Context: an optimization exercise on an open-source flow, tuned for small area, a short achievable clock period and few clock cycles. The choices shown serve that exercise and are no tape-out recipe. Only simulation tests tie the RTL to the original design; equivalence was not proved.

== pine ==
// CONV
module  CONV(
            input		  clk,
            input		  reset,
            output		  busy,
            input		  ready,
            output [11:0] iaddr,
            input  [19:0] idata,
            output	 	  cwr,
            output [11:0] caddr_wr,
            output [19:0] cdata_wr,
            output	 	  crd,
            output [11:0] caddr_rd,
            input  [19:0] cdata_rd,
            output [ 2:0] csel
        );
reg        busy_r;
reg        wact;       
reg  [6:0] rx;         
reg  [6:0] ry;         
reg  [3:0] rr;         
reg  [3:0] ws;         
reg  [6:0] wq;         
reg  [3:0] wr;         
reg        cwr_r, csel1_r;
reg [11:0] caddr_wr_r, caddr_rd_r;
reg [19:0] cdata_wr_r;
reg [19:0] rb, pm, pa_r;
assign busy     = busy_r;
assign iaddr    = {ry[5:0], rx[5:0]};
assign cwr      = cwr_r;
assign caddr_wr = caddr_wr_r;
assign cdata_wr = cdata_wr_r;
assign crd      = busy_r;
assign caddr_rd = caddr_rd_r;
assign csel     = {1'b0, csel1_r, 1'b1};
wire start = !busy_r && ready;
wire fin   = wact && ws == 4'd8 && wq == 7'd2;
always @(posedge clk) begin
    if (start) begin
        rx <= 7'd64;
        ry <= 7'h77;           
        rr <= 4'd0;
    end else if (rr == 4'd9) begin
        rr <= 4'd0;
        if (rx == 7'd64) begin
            rx <= 7'd0;
            ry <= ry - 7'd1;
        end else begin
            rx <= rx + 7'd1;
            ry <= ry - 7'd9;
        end
    end else begin
  ...
Size in the first run: about 43000 sq um of cells after synthesis.
==> flow/config.mk <==
export PLATFORM = sky130hd
export DESIGN_NAME = CONV
export DESIGN_NICKNAME = CONV
export VERILOG_FILES = /design/flow/design.v
export SDC_FILE = /design/flow/constraint.sdc
export NUM_CORES = 4
export LEC_CHECK = 0
export CAP_MARGIN = 20
export CORE_MARGIN = 2
export CORE_UTILIZATION = 40
export CTS_CLUSTER_DIAMETER = 100
export CTS_CLUSTER_SIZE = 25
export SLEW_MARGIN = 20
export SYNTH_HIERARCHICAL = 1
==> flow/constraint.sdc <==
create_clock -name core_clock -period 10.0 [get_ports {clk}]
set_input_delay 2.0000 -clock core_clock [delete_from_list [all_inputs] [get_ports {clk}]]
set_output_delay 2.0000 -clock core_clock [all_outputs]
set_load 0.01 [all_outputs]
standard.sh (not shown) runs the stock make flow with config.mk's settings and CLKGATE_MAP_FILE= SYNTH_SCRIPT=/design/flow/synth_recipe.tcl, a recipe that flattens the netlist after the stock synthesis.
==> flow/flow/run.sh <==
#!/bin/bash
# Own layout flow: the standard flow (standard.sh, unchanged synthesis,
# floorplan, power grid and tap cells), with buf_2 cells as the port buffers
# instead of the delay buffer buffer_ports picks by default, and repair_timing
# aiming for 7.0 ns of setup slack.
# The full make/ORFS output goes to flow_standard.log in the work folder;
# ORFS also keeps a log per step under orfs/logs.
set -euo pipefail
bash standard.sh \
  "BUFFER_PORTS_ARGS=-buffer_cell sky130_fd_sc_hd__buf_2" \
  SETUP_SLACK_MARGIN=7.0 \
  finish > flow_standard.log 2>&1
Testbench counts of pine, summed over its fixed seeds: cycles 94,302.
#### Input delta (birch over pine)
==> flow/run.sh (new file) <==
#!/bin/bash
# synth_recipe.tcl (not shown) runs the flow's synth.tcl, then flattens the netlist and writes it again
# the make line also repeats each setting of config.mk as NAME=value (left out here)
make -C /OpenROAD-flow-scripts/flow DESIGN_CONFIG=/design/flow/config.mk WORK_HOME=/design/flow/orfs CLKGATE_MAP_FILE= SYNTH_SCRIPT=/design/flow/synth_recipe.tcl finish
removed: flow/flow/run.sh
removed: flow/standard.sh
==> run summary <==
Comparing non-clock buffer count for pine and birch, the bigger number came from pine. Between pine and birch, summed area of non-filler cells in the final layout decreased. There was hardly any difference in count of placed standard cells in the final layout, fillers left out between birch and pine. Utilization pine -> birch: down. Compared with pine, in birch number of filler instances in the final layout saw an increase; register share of the cell area went down by 0.39 points; area overhead of the layout relative to synthesis lower. Delta (birch minus pine): final critical-path share of the clock period up 4.6 points, remaining max-slew budget at the tightest pin fell by 9.5 points.

## afterwards: timing with drivers on the ports
Ports are ideal in the flow. The routed layouts listed here were re-timed in OpenROAD. Step 1 assumes that a clkbuf_16 drives the clock port and a buf_2 every other input. Step 2 also shifts input and output timing later by t, the mid clock arrival at the registers, as if the neighbouring blocks saw the same clock. Three values: no drivers, after step 1, after step 2; two values: the first two.
| run | t, ns | slack for setup (ns) | worst hold slack (ns) | worst setup path after step 2 | worst slew at a driven data input, ns |
|---|---|---|---|---|---|
| pine | 0.733 | 6.763 / 6.690 / 7.015 | 0.306 / 0.306 / 0.306 | input to register | 0.05 |
| birch | 0.717 | 6.303 / 6.236 / 6.394 | 0.304 / 0.304 / 0.304 | register to register | 0.05 |
After both steps every run listed still meets setup and hold.
